From an optimization exercise on the open Yosys and OpenROAD flow, aimed at small area; shortcuts taken in it are not production practice.
Only simulation tests tie the RTL to the original design; equivalence was not proved.
Power is estimated from default activity; no workload was simulated.

[flow/design.v]
module fifo_sync #(
    parameter DATA_WIDTH = 8,
    parameter DEPTH      = 16
)(
    input  wire                  clk,
    input  wire                  rst,
    input  wire                  wr_en,
    input  wire [DATA_WIDTH-1:0] din,
    output wire                  full,
    input  wire                  rd_en,
    output reg  [DATA_WIDTH-1:0] dout,
    output wire                  empty
);
    localparam ADDR_WIDTH = $clog2(DEPTH);
    reg [DATA_WIDTH-1:0]   mem [0:DEPTH-1];
    reg [ADDR_WIDTH-1:0]   wr_ptr;
    reg [ADDR_WIDTH-1:0]   rd_ptr;
    reg [ADDR_WIDTH:0]     count;
    assign full  = (count == DEPTH);
    assign empty = (count == 0);
    always @(posedge clk) begin
        if (rst)
            wr_ptr <= 0;
        else if (wr_en && !full) begin
            mem[wr_ptr]                 <= din;
            wr_ptr                      <= wr_ptr + 1'b1;
        end
    end
    always @(posedge clk) begin
        if (rst) begin
            rd_ptr <= 0;
            dout   <= 0;
        end else if (rd_en && !empty) begin
            dout   <= mem[rd_ptr];
            rd_ptr <= rd_ptr + 1'b1;
        end
    end
    always @(posedge clk) begin
        if (rst) count <= 0;
        else begin
            case ({wr_en && !full, rd_en && !empty})
                2'b10: count <= count + 1'b1;    
                2'b01: count <= count - 1'b1;    
                2'b11: count <= count;           
                default: count <= count;         
            endcase
        end
    end
endmodule
module uart_rx #(
    parameter integer CLOCK_FREQ = 125_000_000,
    parameter integer BAUD_RATE  = 1_953_125  
)(
    input  wire        clk,
    input  wire        rst,
    input  wire        rx,
    output reg  [7:0]  data_out,
    output reg         data_valid
);
    localparam integer TICKS_16X = CLOCK_FREQ / (BAUD_RATE * 16);
    localparam IDLE  = 2'b00;
    localparam START = 2'b01;
    localparam DATA  = 2'b10;
    localparam STOP  = 2'b11;
    reg [1:0]  current_state, next_state;
    reg [31:0] tick_cnt;
    reg [3:0]  sample_cnt;  
    reg [2:0]  bit_cnt;
    reg [7:0]  shift_reg;
    reg [1:0]  rx_sync;
    always @(posedge clk) begin
        if (rst) rx_sync <= 2'b11;
        else     rx_sync <= {rx_sync[0], rx};
    end
    wire rx_s = rx_sync[1];
    always @(posedge clk) begin
        if (rst) current_state <= IDLE;
        else     current_state <= next_state;
    end
    wire tick_done = (tick_cnt == TICKS_16X - 1);
    always @(*) begin
        next_state = current_state;
        case (current_state)
            IDLE: begin
                if (rx_s == 1'b0)  next_state = START;                   
            end
            START: begin
                if (tick_done && sample_cnt == 7 && rx_s == 1'b1)
                    next_state = IDLE;
                else if (tick_done && sample_cnt == 15)
                    next_state = DATA;  
            end
            DATA: begin
                if (tick_done && sample_cnt == 15 && bit_cnt == 7)
                    next_state = STOP;  
            end
            STOP: begin
                if (tick_done && sample_cnt == 15)
                    next_state = IDLE;  
            end
        endcase
    end
    always @(posedge clk) begin
        if (rst) begin
            tick_cnt   <= 0;
            sample_cnt <= 0;
            bit_cnt    <= 0;
            shift_reg  <= 8'b00;
            data_valid <= 1'b0;
            data_out   <= 8'b0;
        end else begin
            data_valid <= 1'b0;
            if (tick_cnt < TICKS_16X - 1) begin
                tick_cnt <= tick_cnt + 1;
            end else begin
                tick_cnt <= 0;
                case (current_state)
                    IDLE: begin
                        sample_cnt <= 0;
                        bit_cnt    <= 0;
                    end
                    START: begin
                        if (sample_cnt == 15) sample_cnt <= 0;
                        else                  sample_cnt <= sample_cnt + 1;
                    end
                    DATA: begin
                        if (sample_cnt == 7) begin
                            shift_reg[bit_cnt] <= rx_s;
                        end
                        if (sample_cnt == 15) begin
                            sample_cnt <= 0;
                            if (bit_cnt == 7) bit_cnt <= 0;
                            else              bit_cnt <= bit_cnt + 1;
                        end else begin
                            sample_cnt <= sample_cnt + 1;
                        end
                    end
                    STOP: begin
                        if (sample_cnt == 15) begin
                            sample_cnt <= 0;
                            data_out   <= shift_reg;
                            data_valid <= 1'b1;
                        end else begin
                            sample_cnt <= sample_cnt + 1;
                        end
                    end
                endcase
            end
        end
    end
endmodule
module uart_tx #(
    parameter integer CLOCK_FREQ = 125_000_000,
    parameter integer BAUD_RATE  = 1_953_125  
)(
    input  wire       clk,
    input  wire       rst,
    input  wire [7:0] data_in,
    input  wire       data_valid,
    output reg        tx,
    output reg        tx_ready
);
    localparam integer TICKS_PER_BIT = CLOCK_FREQ / BAUD_RATE;
    localparam IDLE     = 1'b0;
    localparam ACTIVE   = 1'b1;
    reg         current_state, next_state;
    reg [31:0]  tick_cnt;
    reg [3:0]   bit_cnt;      
    reg [9:0]   tx_frame;
    wire        bit_done;
    always @(posedge clk) begin
        if (rst)    current_state <= IDLE;
        else        current_state <= next_state;
    end
    always @(*) begin
        next_state = current_state;
        case (current_state)
            IDLE:   if (data_valid) next_state = ACTIVE;
            ACTIVE: if (bit_done)   next_state = (bit_cnt == 9) ? IDLE : ACTIVE;
        endcase
    end
    always @(posedge clk) begin
        if (rst) begin
            tx         <= 1'b1;
            tx_ready   <= 1'b1;
        end else begin
            case (current_state)
                IDLE: begin
                    tx       <= 1'b1;  
                    tx_ready <= 1'b1;
                    if (data_valid) begin
                        tx_frame <= {1'b1, data_in, 1'b0};
                        tx       <= 1'b0; 
                        bit_cnt  <= 0;
                        tick_cnt <= 0;
                        tx_ready <= 1'b0;
                    end
                end
                ACTIVE: begin
                    if (bit_done) begin
                        tick_cnt <= 0;
                        if (bit_cnt == 9) begin
                            tx      <= 1'b1; 
                        end else begin
                            tx      <= tx_frame[bit_cnt + 1];
                            bit_cnt <= bit_cnt + 1;
                        end
                    end else begin
                        tick_cnt    <= tick_cnt + 1;
                    end
                end
            endcase
        end
    end
    assign bit_done = (tick_cnt == TICKS_PER_BIT - 1);
endmodule
module protocol_handler(
    input wire          clk,
    input wire          rst,
    output reg          rx_rd,
    input  wire         rx_empty,
    input  wire [7:0]   rx_data,
    output reg          tx_wr,
    input  wire         tx_full,
    output reg [7:0]    tx_data,
    input wire          card_OK,     
    input wire [31:0]   UID,         
    input wire          dispensing_active, 
    output reg [4:0]    dispenser_start,
    output reg [3:0]    count_A, count_B, count_C, count_D, count_E,
    input  wire [4:0]   input_ir,
    output reg          led1
);
    localparam CMD_MAX = 32;
    localparam IDLE       = 3'd0;
    localparam FETCH      = 3'd1;
    localparam WAIT_RX    = 3'd2;
    localparam PROCESS    = 3'd3;
    localparam RESPOND    = 3'd4;
    localparam TRANSMIT   = 3'd5;
    localparam WAIT_TX    = 3'd6;
    localparam RFID_SEND  = 3'd7;
    reg [2:0] current_state, next_state;
    reg       system_authorized;          
    reg       session_captured;           
    reg [31:0] session_uid;
    reg       disp_active_prev;
    reg [7:0] rx_buf [0:CMD_MAX-1];
    reg [7:0] tx_buf [0:CMD_MAX-1];
    reg [5:0] rx_len;
    reg [5:0] tx_len;
    reg [5:0] tx_idx;
    wire [7:0] rx_upper = (rx_data >= 8'h61 && rx_data <= 8'h7A) ? (rx_data - 8'h20) : rx_data;
    localparam LOCKOUT   = 200_000;    
    localparam BLINK_BIT = 11;         
    reg [$clog2(LOCKOUT+1)-1:0] lockout_cnt;
    reg [BLINK_BIT:0] blink_timer;
    always @(posedge clk) begin
        if (rst) begin
            current_state    <= IDLE;
            disp_active_prev <= 1'b0;
        end else begin
            current_state    <= next_state;
            disp_active_prev <= dispensing_active;
        end
    end
    always @(*) begin
        next_state = current_state;
        if (card_OK && system_authorized && !session_captured && lockout_cnt == 0 && current_state == IDLE) begin
            next_state = RFID_SEND;
        end 
        else if (disp_active_prev && !dispensing_active && current_state == IDLE) begin
            next_state = RESPOND;
        end
        else begin
            case (current_state)
                IDLE:
                    if (!rx_empty) next_state = FETCH;
                FETCH:
                    next_state = WAIT_RX;
                WAIT_RX:
                    next_state = PROCESS;
                PROCESS: begin
                    if (rx_len == 0 && (rx_upper <= 8'h20)) next_state = IDLE;
                    else if (rx_upper == 8'h0A || rx_upper == 8'h0D) begin
                        if (rx_len == 1 && rx_buf[0] == "T") next_state = RFID_SEND;
                        else next_state = RESPOND;
                    end
                    else if (rx_len >= CMD_MAX) next_state = IDLE;
                    else next_state = IDLE;
                end
                RESPOND:
                    if (tx_len > 0) next_state = TRANSMIT;
                    else            next_state = IDLE;
                RFID_SEND:
                    next_state = TRANSMIT;
                TRANSMIT: begin
                    if (tx_idx < tx_len) begin
                        if (!tx_full) next_state = WAIT_TX;
                        else          next_state = TRANSMIT;
                    end else begin
                        next_state = IDLE;
                    end
                end
                WAIT_TX:
                    next_state = TRANSMIT;
                default: next_state = IDLE;
            endcase
        end
    end
    always @(posedge clk) begin
        if (rst) begin
            rx_rd             <= 1'b0;
            tx_wr             <= 1'b0;
            rx_len            <= 6'd0;
            tx_len            <= 6'd0;
            tx_idx            <= 6'd0;
            system_authorized <= 1'b0;
            session_captured  <= 1'b0;
            led1              <= 1'b0;
            lockout_cnt       <= 0;
            blink_timer       <= 0;
            session_uid       <= 32'h0;
            dispenser_start   <= 5'b00000;
            count_A           <= 4'd0;
            count_B           <= 4'd0;
            count_C           <= 4'd0;
            count_D           <= 4'd0;
            count_E           <= 4'd0;
        end else begin
            rx_rd <= 1'b0;
            tx_wr <= 1'b0;
            if (!system_authorized) begin
                led1        <= 1'b0;
                blink_timer <= 0;
            end else begin
                blink_timer <= blink_timer + 1'b1;
                if (session_captured) begin
                    led1 <= 1'b1;            
                end else begin
                    led1 <= blink_timer[BLINK_BIT];  
                end
            end
            if (lockout_cnt > 0) lockout_cnt <= lockout_cnt - 1;
            case (next_state)
                FETCH: begin
                    rx_rd <= 1'b1;
                end
                PROCESS: begin
                    if (current_state == WAIT_RX) begin
                        if (rx_len < CMD_MAX && rx_upper > 8'h20 && rx_upper != 8'h0A && rx_upper != 8'h0D) begin
                            rx_buf[rx_len] <= rx_upper;
                            rx_len         <= rx_len + 1'b1;
                        end
                    end
                end
                RESPOND: begin
                    tx_len          <= 0;
                    tx_idx          <= 0;
                    dispenser_start <= 5'b00000;
                    if (disp_active_prev && !dispensing_active) begin
						tx_buf[0] <= "D"; 
						tx_buf[1] <= "O"; 
						tx_buf[2] <= "N"; 
						tx_buf[3] <= "E"; 
						tx_buf[4] <= 8'h0A;
						tx_len    <= 5;
                    end
                    else if (rx_len == 5 && rx_buf[0] == "S" && rx_buf[1] == "T" && rx_buf[2] == "A" && rx_buf[3] == "R" && rx_buf[4] == "T") begin
                        system_authorized <= 1'b1;
                        session_captured  <= 1'b0;
                        session_uid       <= 32'h0;
                    end
                    else if (rx_len == 3 && rx_buf[0] == "E" && rx_buf[1] == "N" && rx_buf[2] == "D") begin
						system_authorized <= 1'b0;
						session_captured  <= 1'b0;
						session_uid       <= 32'h0;
						tx_buf[0] <= "S"; 
						tx_buf[1] <= "T"; 
						tx_buf[2] <= "K"; 
						tx_buf[3] <= ":";
						tx_buf[4] <= input_ir[4] ? 8'h31 : 8'h30;
						tx_buf[5] <= input_ir[3] ? 8'h31 : 8'h30;
						tx_buf[6] <= input_ir[2] ? 8'h31 : 8'h30;
						tx_buf[7] <= input_ir[1] ? 8'h31 : 8'h30;
						tx_buf[8] <= input_ir[0] ? 8'h31 : 8'h30;
						tx_buf[9] <= 8'h0A;
						tx_len    <= 10;
                    end
                    else if (system_authorized) begin
                        if (rx_len == 4 && rx_buf[0] == "P" && rx_buf[1] == "I" && rx_buf[2] == "N" && rx_buf[3] == "G") begin
							tx_buf[0] <= "P"; 
							tx_buf[1] <= "O"; 
							tx_buf[2] <= "N"; 
							tx_buf[3] <= "G"; 
							tx_buf[4] <= 8'h0A;
							tx_len    <= 5;
                        end
                        else if (rx_len == 14 && rx_buf[0] == "M" && rx_buf[1] == "E" && rx_buf[2] == "D" && !dispensing_active) begin
							count_A <= rx_buf[5] - 8'h30; 
							count_B <= rx_buf[7] - 8'h30; 
							count_C <= rx_buf[9] - 8'h30;
							count_D <= rx_buf[11] - 8'h30; 
							count_E <= rx_buf[13] - 8'h30;
							if (rx_buf[5]  > 8'h30) dispenser_start[0] <= 1'b1;
							if (rx_buf[7]  > 8'h30) dispenser_start[1] <= 1'b1;
							if (rx_buf[9]  > 8'h30) dispenser_start[2] <= 1'b1;
							if (rx_buf[11] > 8'h30) dispenser_start[3] <= 1'b1;
							if (rx_buf[13] > 8'h30) dispenser_start[4] <= 1'b1;
							tx_buf[0] <= "D"; 
							tx_buf[1] <= "I"; 
							tx_buf[2] <= "S"; 
							tx_buf[3] <= "P"; 
							tx_buf[4] <= "E"; 
							tx_buf[5] <= "N";
							tx_buf[6] <= "S"; 
							tx_buf[7] <= "I"; 
							tx_buf[8] <= "N"; 
							tx_buf[9] <= "G"; 
							tx_buf[10]<= "."; 
							tx_buf[11]<= ".";
							tx_buf[12]<= "."; 
							tx_buf[13]<= 8'h0A;
							tx_len    <= 14;
                        end else begin
                            tx_buf[0] <= "E"; tx_buf[1] <= "R"; tx_buf[2] <= "R"; tx_buf[3] <= 8'h0A;
                            tx_len    <= 4;
                        end
                    end
                    rx_len <= 6'd0;
                end
                RFID_SEND: begin
					session_captured 	<= 1'b1;  
					session_uid      	<= UID;
					tx_buf[0] 			<= "P"; 
					tx_buf[1] 			<= "I"; 
					tx_buf[2] 			<= "D"; 
					tx_buf[3] 			<= ":";
					tx_buf[4] 			<= UID[31:24]; 
					tx_buf[5] 			<= UID[23:16]; 
					tx_buf[6] 			<= UID[15:8]; 
					tx_buf[7] 			<= UID[7:0];
					tx_buf[8] 			<= 8'h0A;
					tx_len    			<= 9;
					tx_idx    			<= 0;
					rx_len    			<= 0;
					lockout_cnt 		<= LOCKOUT;
                end
                WAIT_TX: begin
                    tx_data <= tx_buf[tx_idx];
                    tx_wr   <= 1'b1;
                    tx_idx  <= tx_idx + 1'b1;
                end 
            endcase
        end
    end
endmodule
module uart_controller (
    input  wire         clk,
    input  wire         rst,
    input  wire         rx,
    output wire         tx,
    output wire         led1,
    input  wire [31:0]  UID,
    input  wire         card_OK,
    input  wire [4:0]   ir_status,
    input  wire         dispensing_active,
    output wire [4:0]   dispenser_start,
    output wire [3:0]   count_A, count_B, count_C, count_D, count_E
);
    wire [7:0]  rx_data_raw;
    wire        rx_valid_raw;
    wire [7:0]  rx_fifo_dout;
    wire        rx_fifo_empty;
    wire        rx_fifo_rd;
    wire [7:0]  tx_fifo_din;
    wire        tx_fifo_full;
    wire        tx_wr_en;
    wire [7:0]  tx_fifo_dout;
    wire        tx_fifo_empty;   
    wire        tx_ready;
    reg [1:0] current_state, next_state;
    reg        tx_fifo_rd;     
    reg        tx_data_valid;  
    localparam IDLE       = 2'b00;
    localparam FETCH_FIFO = 2'b01;
    localparam SEND_UART  = 2'b10;
    localparam WAIT_ACK   = 2'b11; 
    always @(posedge clk) begin
        if (rst)    current_state <= IDLE;
        else        current_state <= next_state;
    end
    always @(*) begin
        next_state = current_state;
        case (current_state)
            IDLE: begin
                if (!tx_fifo_empty && tx_ready) next_state = FETCH_FIFO;
            end
            FETCH_FIFO: begin
                next_state = SEND_UART;
            end
            SEND_UART: begin
                next_state = WAIT_ACK;
            end
            WAIT_ACK: begin
                if (!tx_ready) next_state = IDLE;
            end
            default: next_state = IDLE;
        endcase
    end
    always @(posedge clk) begin
        if (rst) begin
            tx_fifo_rd     <= 1'b0;
            tx_data_valid  <= 1'b0;
        end else begin
            tx_fifo_rd     <= 1'b0;
            tx_data_valid  <= 1'b0;
            case (next_state)
                FETCH_FIFO: begin
                    tx_fifo_rd    <= 1'b1; 
                end
                SEND_UART: begin
                    tx_data_valid <= 1'b1; 
                end
            endcase
        end
    end
    uart_rx u_rx (
        .clk        (clk), 
        .rst        (rst), 
        .rx         (rx),
        .data_out   (rx_data_raw), 
        .data_valid (rx_valid_raw)
    );
    fifo_sync rx_fifo (
        .clk        (clk), 
        .rst        (rst),
        .wr_en      (rx_valid_raw), 
        .din        (rx_data_raw),
        .rd_en      (rx_fifo_rd), 
        .dout       (rx_fifo_dout), 
        .empty      (rx_fifo_empty),
        .full       () 
    );
    protocol_handler handler (
        .clk        (clk), 
        .rst        (rst),
        .rx_rd      (rx_fifo_rd), 
        .rx_empty   (rx_fifo_empty), 
        .rx_data    (rx_fifo_dout),
        .tx_wr      (tx_wr_en), 
        .tx_full    (tx_fifo_full), 
        .tx_data    (tx_fifo_din),
        .led1       (led1), 
        .card_OK    (card_OK),
        .UID        (UID),
        .input_ir   (ir_status),
        .dispensing_active      (dispensing_active),
        .dispenser_start        (dispenser_start),
        .count_A                (count_A),
        .count_B                (count_B),
        .count_C                (count_C),
        .count_D                (count_D),
        .count_E                (count_E)
    );
    fifo_sync tx_fifo (
        .clk        (clk), 
        .rst        (rst),
        .wr_en      (tx_wr_en), 
        .din        (tx_fifo_din),
        .rd_en      (tx_fifo_rd), 
        .dout       (tx_fifo_dout), 
        .empty      (tx_fifo_empty),
        .full       (tx_fifo_full)
    );
    uart_tx u_tx (
        .clk        (clk), 
        .rst        (rst),
        .data_in    (tx_fifo_dout), 
        .data_valid (tx_data_valid),
        .tx         (tx), 
        .tx_ready   (tx_ready)
    );
endmodule
module spi_master #(
    parameter DATA_WIDTH = 16,      
    parameter CLK_DIV    = 32,      
    parameter CPOL       = 0,       
    parameter CPHA       = 0,       
    parameter LSB_FIRST  = 0,        
    parameter LEAD_TICKS = 15,
    parameter LAG_TICKS  = 15
)(
    input  wire                   clk,
    input  wire                   rst,
    input  wire                   start,
    input  wire [DATA_WIDTH-1:0]  tx_data,
    output reg  [DATA_WIDTH-1:0]  rx_data,
    output reg                    busy,
    output reg                    sclk,
    output reg                    mosi,
    input  wire                   miso,
    output reg                    cs_n
);
    reg [$clog2(CLK_DIV)-1:0]   clk_cnt;
    reg [$clog2(DATA_WIDTH):0]  bit_cnt;
    reg [DATA_WIDTH-1:0]        shift_reg;
    reg [1:0]                   miso_sync; 
    localparam IDLE     = 2'b00;
    localparam LEAD_IN  = 2'b01;
    localparam TRANSFER = 2'b10;
    localparam DONE     = 2'b11;
    reg [1:0] state;
    always @(posedge clk) miso_sync <= {miso_sync[0], miso};
    wire sample_edge = (CPHA == 0); 
    always @(posedge clk) begin
        if (rst) begin
            state     <= IDLE;
            sclk      <= CPOL;
            cs_n      <= 1;
            mosi      <= 0;
            rx_data   <= 0;
            bit_cnt   <= 0;
            clk_cnt   <= 0;
            shift_reg <= 0;
            busy      <= 0;
        end else begin
            case (state)
                IDLE: begin
                    cs_n    <= 1;
                    sclk    <= CPOL;
                    busy    <= 0;
                    clk_cnt <= 0;
                    if (start) begin
                        state     <= LEAD_IN;
                        shift_reg <= tx_data;
                        busy      <= 1;
                    end
                end
                LEAD_IN: begin
                    cs_n    <= 0;
                    clk_cnt <= clk_cnt + 1;
                    mosi    <= LSB_FIRST ? shift_reg[0] : shift_reg[DATA_WIDTH-1];
                    if (clk_cnt == LEAD_TICKS) begin
                        state   <= TRANSFER;
                        bit_cnt <= DATA_WIDTH;
                        clk_cnt <= 0;
                    end
                end
                TRANSFER: begin
                    if (bit_cnt > 0) begin
                        clk_cnt <= clk_cnt + 1;
                        if (clk_cnt == CLK_DIV/2 - 1) begin
                            sclk <= ~sclk;
                            if (sample_edge) begin
                                shift_reg <= LSB_FIRST ? {miso_sync[1], shift_reg[DATA_WIDTH-1:1]} : {shift_reg[DATA_WIDTH-2:0], miso_sync[1]};
                            end else begin
                                mosi <= LSB_FIRST ? shift_reg[0] : shift_reg[DATA_WIDTH-1];
                            end
                        end 
                        else if (clk_cnt == CLK_DIV - 1) begin
                            sclk    <= ~sclk;
                            clk_cnt <= 0;
                            bit_cnt <= bit_cnt - 1;
                            if (sample_edge) begin
                                if (bit_cnt > 1) 
                                    mosi <= LSB_FIRST ? shift_reg[0] : shift_reg[DATA_WIDTH-1];
                            end else begin
                                shift_reg <= LSB_FIRST ? {miso_sync[1], shift_reg[DATA_WIDTH-1:1]} : {shift_reg[DATA_WIDTH-2:0], miso_sync[1]};
                            end
                        end
                    end else begin
                        state   <= DONE;
                        clk_cnt <= 0;
                        rx_data <= shift_reg;
                    end
                end
                DONE: begin
                    clk_cnt <= clk_cnt + 1;
                    if (clk_cnt == LAG_TICKS) begin
                        cs_n    <= 1;
                        sclk    <= CPOL;
                        state   <= IDLE;
                    end
                end
            endcase
        end
    end
endmodule
module rc522 (
    input               clk,             
    input               rst,           
    input               miso,            
    output              sclk,            
    output              mosi,            
    output              cs_n,            
    output reg          nrst_pd,             
    output reg [31:0]   UID,             
    output reg          card_OK          
);
 localparam  	CommandReg              = 8'h01 << 1,    
                ComIEnReg               = 8'h02 << 1,    
                DivIEnReg               = 8'h03 << 1,    
                ComIrqReg               = 8'h04 << 1,    
                DivIrqReg               = 8'h05 << 1,    
                ErrorReg                = 8'h06 << 1,    
                Status1Reg              = 8'h07 << 1,    
                Status2Reg              = 8'h08 << 1,    
                FIFODataReg             = 8'h09 << 1,    
                FIFOLevelReg            = 8'h0A << 1,    
                WaterLevelReg           = 8'h0B << 1,    
                ControlReg              = 8'h0C << 1,    
                BitFramingReg           = 8'h0D << 1,    
                CollReg                 = 8'h0E << 1,    
                ModeReg                 = 8'h11 << 1,    
                TxModeReg               = 8'h12 << 1,    
                RxModeReg               = 8'h13 << 1,    
                TxControlReg            = 8'h14 << 1,    
                TxASKReg                = 8'h15 << 1,    
                TxSelReg                = 8'h16 << 1,    
                RxSelReg                = 8'h17 << 1,    
                RxThresholdReg          = 8'h18 << 1,    
                DemodReg                = 8'h19 << 1,    
                MfTxReg                 = 8'h1C << 1,    
                MfRxReg                 = 8'h1D << 1,    
                SerialSpeedReg          = 8'h1F << 1,    
                CRCResultRegH           = 8'h21 << 1,    
                CRCResultRegL           = 8'h22 << 1,
                ModWidthReg             = 8'h24 << 1,    
                RFCfgReg                = 8'h26 << 1,    
                GsNReg                  = 8'h27 << 1,    
                CWGsPReg                = 8'h28 << 1,    
                ModGsPReg               = 8'h29 << 1,    
                TModeReg                = 8'h2A << 1,    
                TPrescalerReg           = 8'h2B << 1,    
                TReloadRegH             = 8'h2C << 1,    
                TReloadRegL             = 8'h2D << 1,
                TCounterValueRegH       = 8'h2E << 1,    
                TCounterValueRegL       = 8'h2F << 1,
                TestSel1Reg             = 8'h31 << 1,    
                TestSel2Reg             = 8'h32 << 1,    
                TestPinEnReg            = 8'h33 << 1,    
                TestPinValueReg         = 8'h34 << 1,    
                TestBusReg              = 8'h35 << 1,    
                AutoTestReg             = 8'h36 << 1,    
                VersionReg              = 8'h37 << 1,    
                AnalogTestReg           = 8'h38 << 1,    
                TestDAC1Reg             = 8'h39 << 1,    
                TestDAC2Reg             = 8'h3A << 1,    
                TestADCReg              = 8'h3B << 1;    
    localparam  PCD_Idle                = 8'h00,         
                PCD_Mem                 = 8'h01,         
                PCD_GenerateRandomID    = 8'h02,         
                PCD_CalcCRC             = 8'h03,         
                PCD_Transmit            = 8'h04,         
                PCD_NoCmdChange         = 8'h07,         
                PCD_Receive             = 8'h08,         
                PCD_Transceive          = 8'h0C,         
                PCD_MFAuthent           = 8'h0E,         
                PCD_SoftReset           = 8'h0F;         
    localparam  PICC_CMD_REQA           = 8'h26,         
                PICC_CMD_WUPA          = 8'h52,          
		PICC_CMD_CT            = 8'h88,          
                PICC_CMD_SEL_CL1       = 8'h93,          
                PICC_CMD_SEL_CL2       = 8'h95,          
                UltraPICC_CMD_SEL_CL3       = 8'h97,          
		PICC_CMD_HLTA          = 8'h50,          
                PICC_CMD_RATS          = 8'hE0,          
                PICC_CMD_MF_AUTH_KEY_A = 8'h60,          
                PICC_CMD_MF_AUTH_KEY_B = 8'h61,          
                PICC_CMD_MF_READ       = 8'h30,          
                PICC_CMD_MF_WRITE      = 8'hA0,          
                PICC_CMD_MF_DECREMENT  = 8'hC0,          
                PICC_CMD_MF_INCREMENT  = 8'hC1,          
                PICC_CMD_MF_RESTORE    = 8'hC2,          
                PICC_CMD_MF_TRANSFER   = 8'hB0,          
                PICC_CMD_UL_WRITE      = 8'hA2;          
    reg         spi_start;  
    reg [15:0]  data_tx;    
    wire [15:0] data_rx;    
    wire        spi_busy;	 
    reg         new_card;	 
    spi_master #(
        .DATA_WIDTH     (16),
        .CLK_DIV        (32),
        .CPOL           (0),
        .CPHA           (0),
        .LEAD_TICKS     (15),
        .LAG_TICKS      (15)
    ) spi_module (
        .clk            (clk),
        .rst            (rst),
        .start          (spi_start),
        .tx_data        (data_tx),
        .rx_data        (data_rx),
        .sclk           (sclk),
        .mosi           (mosi),
        .miso           (miso),
        .cs_n           (cs_n),
        .busy           (spi_busy)
    );
    localparam  STEP_BITS = 10;          
    reg [31:0]  cnt;					 
    reg [2:0]   cnt_2; 					 
    reg [7:0]   FIFOLevelReg_Value;	 
    reg [7:0]   BCC;					 
    reg [9:0] instr_step;  
    task spi_write;
        input [7:0] reg_addr;
        input [7:0] value;
        begin
            spi_start   <= 1;
            data_tx     <= {reg_addr, value};	 
        end										 
    endtask
    task spi_read;
        input [7:0] reg_addr;
        begin
            spi_start   <= 1;							 
            data_tx     <= {reg_addr | 8'h80, 8'h00};	 
        end
    endtask
    always @(posedge clk) begin
        if (rst) begin
            instr_step      <= 0;
            spi_start       <= 0;
            nrst_pd             <= 1;   				 
            UID             <= 32'h00000000;
            cnt             <= 0;
            cnt_2           <= 0;
            new_card        <= 0;
            card_OK         <= 0;
        end else begin													 
            if  (&cnt[4:0] && spi_start)                                     
                spi_start   <= 0;											
            if  (&cnt[STEP_BITS-1:0] && ~spi_busy) begin                              
                case (instr_step)											 
                    1:  nrst_pd <= 0;                                            
                    2:  nrst_pd <= 1;                                            
                    50: spi_write (TxModeReg,       8'h00);                  
                    51: spi_write (RxModeReg,       8'h00);                  
                    52: spi_write (ModWidthReg,     8'h26);                  
                    53: spi_write (TModeReg,        8'h80);                  
                    54: spi_write (TPrescalerReg,   8'hA9);            
                    55: spi_write (TReloadRegH,     8'h03);
                    56: spi_write (TReloadRegL,     8'hE8);
                    57: spi_write (TxASKReg,        8'h40);                  
                    58: spi_write (ModeReg,         8'h3D);                  
                    59: spi_read  (TxControlReg);							 
                    60: spi_write (TxControlReg,    8'h03 | data_rx[7:0]);        
                    62: spi_write (CommandReg,      PCD_Idle);               
                    63: spi_write (ComIrqReg,       8'h7F);                  
                    64: spi_write (FIFOLevelReg,    8'h80);                  
                    65: spi_write (FIFODataReg,     PICC_CMD_REQA);          
                    66: spi_write (BitFramingReg,   8'h07);                  
                    67: spi_write (CommandReg,      PCD_Transceive);         
                    68: spi_write (BitFramingReg,   8'h87);                  
                    70: spi_read  (ComIrqReg);                               
                    71: if (data_rx[5])                                      
                            new_card <= 1;
                    73: spi_write (FIFOLevelReg,    8'h80);                  
                    74: spi_write (FIFODataReg,     PICC_CMD_SEL_CL1);       
                    75: spi_write (FIFODataReg,     8'h20);
                    76: spi_write (BitFramingReg,   8'h00);                  
                    77: spi_write (CommandReg,      PCD_Transceive);         
                    78: spi_write (BitFramingReg,   8'h80);                  
                    83: spi_read  (FIFOLevelReg);
                    84: FIFOLevelReg_Value <= data_rx[7:0];
                    85: spi_read  (FIFODataReg);
                    86: UID[31:24] <= data_rx[7:0];
                    87: spi_read  (FIFODataReg);
                    88: UID[23:16] <= data_rx[7:0];
                    89: spi_read  (FIFODataReg);
                    90: UID[15:8] <= data_rx[7:0];
                    91: spi_read  (FIFODataReg);
                    92: UID[7:0] <= data_rx[7:0];
                    93: spi_read  (FIFODataReg);
                    94: BCC <= data_rx[7:0];                                     
                    95: new_card <= 0;
                    96: if ((FIFOLevelReg_Value == 5) && (BCC == (UID[31:24] ^ UID[23:16] ^ UID[15:8] ^ UID[7:0])))
                            card_OK <= 1;
                    97: card_OK <= 0;
                endcase
                if (instr_step == 72 && ~new_card) begin  
                    cnt_2 <= cnt_2 + 1;
                    if (cnt_2 == 5) begin
                        cnt_2 <= 0;
                        instr_step <= 62;
                    end else
                        instr_step <= 70;
                end else if (instr_step == 501)
                    instr_step <= 62;
                else
                    instr_step <= instr_step + 1;
            end
            cnt <= cnt + 1;
        end
    end
endmodule
module servo_fsm_unit (
    input  wire clk,             
    input  wire rst,             
    input  wire start_trigger,   
    input  wire [3:0] num_turns, 
    output reg  pwm_out,
    output reg  busy            
);
    localparam FRAME_COUNT = 200;        
    localparam MIN_PULSE   = 20;         
    localparam MAX_PULSE   = 101;        
    localparam STEP        = 5;          
    localparam ONE_SEC     = 2_000;      
    localparam ST_IDLE       = 3'b000;
    localparam ST_PAUSE_LOW  = 3'b001;  
    localparam ST_SWEEP_UP   = 3'b010;
    localparam ST_PAUSE_HIGH = 3'b011;  
    localparam ST_SWEEP_DOWN = 3'b100;
    localparam ST_CHECK      = 3'b101;
    reg [2:0]  state;
    reg [$clog2(FRAME_COUNT)-1:0] counter;
    reg [$clog2(FRAME_COUNT)-1:0] pulse_width;
    reg [3:0]  current_turn;
    reg [$clog2(ONE_SEC)-1:0] wait_counter; 
    reg start_reg;
    wire start_edge = (start_trigger && !start_reg);
    always @(posedge clk) begin
        if (rst) begin
            state <= ST_IDLE;
            counter <= 0;
            pulse_width <= MIN_PULSE;
            current_turn <= 0;
            pwm_out <= 0;
            busy <= 0;
            start_reg <= 0;
            wait_counter <= 0;
        end else begin
            start_reg <= start_trigger;
            if (counter >= FRAME_COUNT - 1) counter <= 0;
            else counter <= counter + 1;
            pwm_out <= (counter < pulse_width);
            case (state)
                ST_IDLE: begin
                    busy <= 0;
                    current_turn <= 0;
                    pulse_width <= MIN_PULSE;
                    if (start_edge && num_turns > 0) begin
                        state <= ST_PAUSE_LOW;
                        busy <= 1;
                        wait_counter <= 0;
                    end
                end
                ST_PAUSE_LOW: begin
                    pulse_width <= MIN_PULSE;
                    if (wait_counter >= ONE_SEC - 1) begin
                        state <= ST_SWEEP_UP;
                        wait_counter <= 0;
                    end else begin
                        wait_counter <= wait_counter + 1;
                    end
                end
                ST_SWEEP_UP: begin
                    if (counter == 0) begin 
                        if (pulse_width >= MAX_PULSE) begin
                            state <= ST_PAUSE_HIGH;
                            wait_counter <= 0;
                        end else begin
                            pulse_width <= pulse_width + STEP;
                        end
                    end
                end
                ST_PAUSE_HIGH: begin
                    pulse_width <= MAX_PULSE;
                    if (wait_counter >= ONE_SEC - 1) begin
                        state <= ST_SWEEP_DOWN;
                        wait_counter <= 0;
                    end else begin
                        wait_counter <= wait_counter + 1;
                    end
                end
                ST_SWEEP_DOWN: begin
                    if (counter == 0) begin
                        if (pulse_width <= MIN_PULSE) begin
                            state <= ST_CHECK;
                        end else begin
                            pulse_width <= pulse_width - STEP;
                        end
                    end
                end
                ST_CHECK: begin
                    if (current_turn + 1 >= num_turns) begin
                        state <= ST_IDLE;
                    end else begin
                        current_turn <= current_turn + 1;
                        state <= ST_PAUSE_LOW;
                        wait_counter <= 0;
                    end
                end
                default: state <= ST_IDLE;
            endcase
        end
    end
endmodule
module servo_fsm_unit_anticlockwise (
    input  wire clk,             
    input  wire rst,             
    input  wire start_trigger,   
    input  wire [3:0] num_turns, 
    output reg  pwm_out,
    output reg  busy            
);
    localparam FRAME_COUNT = 200;        
    localparam MIN_PULSE   = 20;         
    localparam START_PULSE = 98;         
    localparam STEP        = 5;          
    localparam ONE_SEC     = 2_000;      
    localparam ST_IDLE        = 3'b000;
    localparam ST_PAUSE_START = 3'b001;  
    localparam ST_SWEEP_DOWN  = 3'b010;  
    localparam ST_PAUSE_MIN   = 3'b011;  
    localparam ST_SWEEP_UP    = 3'b100;  
    localparam ST_CHECK       = 3'b101;
    reg [2:0]  state;
    reg [$clog2(FRAME_COUNT)-1:0] counter;
    reg [$clog2(FRAME_COUNT)-1:0] pulse_width;
    reg [3:0]  current_turn;
    reg [$clog2(ONE_SEC)-1:0] wait_counter; 
    reg start_reg;
    wire start_edge = (start_trigger && !start_reg);
    always @(posedge clk) begin
        if (rst) begin
            state <= ST_IDLE;
            counter <= 0;
            pulse_width <= START_PULSE; 
            current_turn <= 0;
            pwm_out <= 0;
            busy <= 0;
            start_reg <= 0;
            wait_counter <= 0;
        end else begin
            start_reg <= start_trigger;
            if (counter >= FRAME_COUNT - 1) counter <= 0;
            else counter <= counter + 1;
            pwm_out <= (counter < pulse_width);
            case (state)
                ST_IDLE: begin
                    busy <= 0;
                    current_turn <= 0;
                    pulse_width <= START_PULSE; 
                    if (start_edge && num_turns > 0) begin
                        state <= ST_PAUSE_START;
                        busy <= 1;
                        wait_counter <= 0;
                    end
                end
                ST_PAUSE_START: begin
                    pulse_width <= START_PULSE;
                    if (wait_counter >= ONE_SEC - 1) begin
                        state <= ST_SWEEP_DOWN;
                        wait_counter <= 0;
                    end else begin
                        wait_counter <= wait_counter + 1;
                    end
                end
                ST_SWEEP_DOWN: begin
                    if (counter == 0) begin 
                        if (pulse_width <= MIN_PULSE) begin
                            state <= ST_PAUSE_MIN;
                            wait_counter <= 0;
                        end else begin
                            pulse_width <= pulse_width - STEP;
                        end
                    end
                end
                ST_PAUSE_MIN: begin
                    pulse_width <= MIN_PULSE;
                    if (wait_counter >= ONE_SEC - 1) begin
                        state <= ST_SWEEP_UP;
                        wait_counter <= 0;
                    end else begin
                        wait_counter <= wait_counter + 1;
                    end
                end
                ST_SWEEP_UP: begin
                    if (counter == 0) begin
                        if (pulse_width >= START_PULSE) begin
                            state <= ST_CHECK;
                        end else begin
                            pulse_width <= pulse_width + STEP;
                        end
                    end
                end
                ST_CHECK: begin
                    if (current_turn + 1 >= num_turns) begin
                        state <= ST_IDLE;
                    end else begin
                        current_turn <= current_turn + 1;
                        state <= ST_PAUSE_START; 
                        wait_counter <= 0;
                    end
                end
                default: state <= ST_IDLE;
            endcase
        end
    end
endmodule
module system_top (
    input  wire         clk, 
    input  wire         rst,
    input  wire         rx,
    output wire         tx,
    input  wire         miso,
    output wire         sclk,
    output wire         mosi,
    output wire         cs_n,
    output wire         nrst_pd,
    output wire [4:0]   pwm_servos,  
    input  wire [4:0]   input_ir,
	output wire [4:0] led_busy,
	output wire         led1, led2
);
    wire [31:0] UID;
    wire        card_OK;
    wire [4:0] disp_start;
    wire [3:0] s_count [0:4];   
    wire [4:0] busy_servo;
    wire dispensing_active = |busy_servo;
    assign led2     = dispensing_active;
	assign led_busy = busy_servo;
    rc522 rfid_inst (
        .clk            (clk),
        .rst            (rst),
        .miso           (miso),
        .sclk           (sclk),
        .mosi           (mosi),
        .cs_n           (cs_n),
        .nrst_pd        (nrst_pd),
        .UID            (UID),
        .card_OK        (card_OK)
    );
    wire [3:0] count_A, count_B, count_C, count_D, count_E;
    assign s_count[0] = count_A;
    assign s_count[1] = count_B;
    assign s_count[2] = count_C;
    assign s_count[3] = count_D;
    assign s_count[4] = count_E;
    uart_controller comm_inst(
        .clk            (clk),
        .rst            (rst),
        .rx             (rx),
        .tx             (tx),
        .led1           (led1),
        .UID            (UID),
        .card_OK        (card_OK),
        .ir_status      (input_ir),
        .dispensing_active  (dispensing_active),
        .dispenser_start    (disp_start),
        .count_A        (count_A),
        .count_B        (count_B),
        .count_C        (count_C),
        .count_D        (count_D),
        .count_E        (count_E)
    );
    genvar i;
    generate
        for (i = 1; i < 5; i = i + 1) begin: servo_dispensers
            servo_fsm_unit servo_inst1(
                .clk            (clk),
                .rst            (rst),
                .start_trigger  (disp_start[i]),
                .num_turns      (s_count[i]),
                .pwm_out        (pwm_servos[i]),
                .busy           (busy_servo[i])
            );
        end
    endgenerate
	servo_fsm_unit_anticlockwise servo_inst2(
		.clk            (clk),
		.rst            (rst),
		.start_trigger  (disp_start[0]),
		.num_turns      (s_count[0]),
		.pwm_out        (pwm_servos[0]),
		.busy           (busy_servo[0])
	);
endmodule
[flow/run.sh]
#!/bin/bash
# synth_recipe.tcl (not shown) runs the flow's synth.tcl, then flattens the netlist and writes it again
# the make line also repeats each setting of config.mk as NAME=value (left out here)
make -C /OpenROAD-flow-scripts/flow DESIGN_CONFIG=/design/flow/config.mk WORK_HOME=/design/flow/orfs CLKGATE_MAP_FILE= SYNTH_SCRIPT=/design/flow/synth_recipe.tcl finish
[flow/config.mk]
export PLATFORM = sky130hd
export DESIGN_NAME = system_top
export DESIGN_NICKNAME = system_top
export VERILOG_FILES = /design/flow/design.v
export SDC_FILE = /design/flow/constraint.sdc
export NUM_CORES = 4
export LEC_CHECK = 0
export CAP_MARGIN = 20
export CORE_MARGIN = 2
export CORE_UTILIZATION = 40
export SLEW_MARGIN = 20
[flow/constraint.sdc]
create_clock -name core_clock -period 8.0 [get_ports {clk}]
set_input_delay 1.6000 -clock core_clock [delete_from_list [all_inputs] [get_ports {clk}]]
set_output_delay 1.6000 -clock core_clock [all_outputs]
set_load 0.01 [all_outputs]
==> results.tsv <==
metric	value	unit
# rows	120	
mapped cell area	42800	um2
FMAX	231	MHz
Worst-path clk slew	0.06	ns
# resized after CTS	0	
vias in the first global route	27200	
Data arrival, critical path	2.72	ns
Setup violations, final	0	
Area Overhead vs Synth	11.9	%
DR DRC count	0	
critical path endpoint	led2	
routed wire length	88900	um
largest net degree at the start of global routing	148	
initial antenna violation count	1	
leakage power total	17.2	nW
CP Data Required Time	6.40	ns
clock buffer depth	3	
clk root buf	clkbuf_16	
GRT Overall Usage	0.160	
DR pass1 iterations	7	
Pwr Density	222	nW/um2
crit path time final	4.32	ns
final-stage net count	4079	
CP Class	reg -> out	
Crit. End Element	output pin	
sequential fraction of the synthesis area	0.554	
post-route insts no fill	5382	
Critical Path Max Stage Delay	0.67	ns
Die W	331	um
Crit-path slowest cell	nor4_1	
RR Startpoint	comm_inst.handler.lockout_cnt[0]	
number of max-cap violations	0	
commonest cells in the netlist	nor2_1, dfxtp_1, edfxtp_1, nand2_1, a21oi_1	
Hold Vio Cnt, Final	0	
CTS tree	yes	
area share of the largest cell type after synthesis	0.332	
Main synth FF type	dfxtp_1	
Post-synth ARST share	0	
core box area	107000	um2
worst reg2reg path depth	10	
Pwr Total	10.6	mW
hpwl dp	59000	um
Synth area leader	edfxtp_1	
Synth cell types	91	
number of DRC markers in iteration 0	2168	
crit path cell chain	nor4_1 -> nor2b_1 -> inv_1 -> clkdlybuf4s50_1	
outcome	no timing/DRC/antenna violations	
DIE AREA	110000	um2
R2R Setup Slk	4.02	ns
first-pass GRT wire length	145000	um
Sink Count	949	
chip height	331	um
WL/cell	16.5	um
Slew HR	0.250	
Post-CTS Setup Bufs	0	
Least-Margin Pin Slew	1.12	ns
maximum vdd drop	0.000164	V
placed insts	5200	
Design Area, Final	47900	um2
IO Count	26	
I/O Buffers	25	
synth top area cells	edfxtp_1, dfxtp_1, ha_1	
Placer Congestion	0.847	
final count of pins violating max slew	0	
most instantiated library cell after synthesis	nor2_1	
H-tree depth	3	
Final ANT Viol Nets	0	
Via density	5.22	
Worst path top cell family by delay	simple AND/OR/NAND/NOR gates	
vias after detailed routing	28100	
Yosys warnings	155	
# diodes	0	
clk_skew	0.0252	ns
Crit path depth	4	
Cells after Synth	3878	
Mean Syn Cell Area	11.0	um2
Buf/Inv on CP	2	
FF+latch count, synth	949	
Largest regs	comm_inst.rx_fifo.mem x128, comm_inst.tx_fifo.mem x128, comm_inst.handler.rx_buf x80	
RSZ-0062 raised after global routing	false	
Post-CTS Hold Fix Bufs	0	
crit-path max FO	3	
Setup TNS	0	ns
Min-Delay Path Class	reg -> reg	
layout cells sized above 1	0.0809	
period utilization	0.540	
grt ovf	0	
CP Launch Type	flip-flop	
clock latency (worst-skew pair)	0.67	ns
number of enable flip-flop cells after synthesis	474	
reg2reg end	comm_inst.handler.tx_buf[7][4]	
total CTS buffers	98	
Crit. Startpoint	servo_dispensers[3].servo_inst1.busy	
post-place instance area	44600	um2
Starting Density	0.402	
cells in the final DEF, fill, tap and decap left out, drive strengths merged, types with 10 or more instances in the layout:
cell type and instances:
a2111oi 11, a211oi 38, a21o 49, a21oi 213
a221oi 11, a22oi 14, a31oi 23, and2 55
and3 54, buf 32, clkbuf 136, clkdlybuf4s50 24
clkinv 24, conb 30, dfxtp 475, edfxtp 474
ha 166, inv 181, mux2i 103, mux4 82
nand2 311, nand2b 35, nand3 126, nand3b 10
nand4 39, nor2 481, nor2b 26, nor3 88
nor3b 24, nor4 42, nor4b 14, o211ai 12
o21a 15, o21ai 102, o31ai 10, or3 29
or4 24, xnor2 119, xor2 112
metrics by stage:
stage | util | hold WS [ns] | setup slack [ns]
after floorplan | - | 0.310 | 2.79
after global placement | 0.418 | 0.337 | 4.06
after detailed placement | 0.418 | 0.335 | 4.04
after CTS | 0.449 | 0.348 | 3.51
after global routing | 0.450 | 0.353 | 3.46
final | 0.450 | 0.341 | 3.68
worst min path at each step:
stage / startpoint / end / cells after the start
after floorplan: rfid_inst.spi_module.miso_sync[0] / rfid_inst.spi_module.miso_sync[1] / 0
after global placement: rfid_inst.spi_module.miso_sync[0] / rfid_inst.spi_module.miso_sync[1] / 0
after detailed placement: rfid_inst.spi_module.miso_sync[0] / rfid_inst.spi_module.miso_sync[1] / 0
after CTS: rfid_inst.spi_module.miso_sync[0] / rfid_inst.spi_module.miso_sync[1] / 0
after global routing: rfid_inst.spi_module.miso_sync[0] / rfid_inst.spi_module.miso_sync[1] / 0
final: rfid_inst.spi_module.miso_sync[0] / rfid_inst.spi_module.miso_sync[1] / 0
per-layer routing:
metal,track usage,wire length (um),vias to the layer above
met5,0,0,-
met4,0.0385,1810,0
met3,0.0278,3930,115
met2,0.257,40500,515
met1,0.224,42600,13500
li1,-,-,14000
cells by family (layout without fill, tap and decap cells):
family | after synthesis | after routing | share of synthesized area
AND/OR/NAND/NOR | 1401 | 1401 | 0.157
flip-flops | 949 | 949 | 0.554
AO/OA/AOI/OAI | 596 | 596 | 0.0897
buffers and inverters | 337 | 409 | 0.0311
XOR/XNOR | 231 | 231 | 0.0472
multiplexers | 190 | 190 | 0.0685
adder cells (fa/ha/maj) | 173 | 173 | 0.0518
other | 1 | 30 | 0.0000876
where the power goes:
group / internal (mW) / leakage [nW] / switching [mW]
clock network: 2.76 / 1.64 / 1.94
registers: 5.20 / 8.19 / 0.125
logic: 0.264 / 7.35 / 0.359
total: 8.22 / 17.2 / 2.43
layout make-up:
cell class	instances	area [um2]
Clock buffer	136	2830
Clock inverter	46	509
Fill cell	9926	58700
Inverter	171	642
Multi-Input combinational cell	2621	17900
Sequential cell	949	23700
Tap cell	1403	1760
Timing Repair Buffer	56	500

==> port drivers added, routing unchanged <==
The flow's constraints put no driver on any port. The routed layout listed below was extracted and timed again, unchanged, in two steps.
Step 1: set_driving_cell puts a clkbuf_16 on clk and a buf_2 on each other input, an assumption about the parent block.
Step 2, shift: input delay + t, output delay - t, t = (earliest + latest rising clock arrival at the registers) / 2. This alone moves slack from input paths to output paths.
Three values: ideal ports, drivers, drivers and shift; two values: the first two.
t (ns): 0.721
setup slack, ns: 3.678 / 3.614 / 4.015
worst setup path after step 2: register to register
worst slew at a driven data input, ns: 0.05
cell pins on the clock port's net: 1
After both steps setup and hold are still met in this run. For this run, drivers alone change the setup slack by -0.064 ns; drivers and shift together by +0.337 ns.
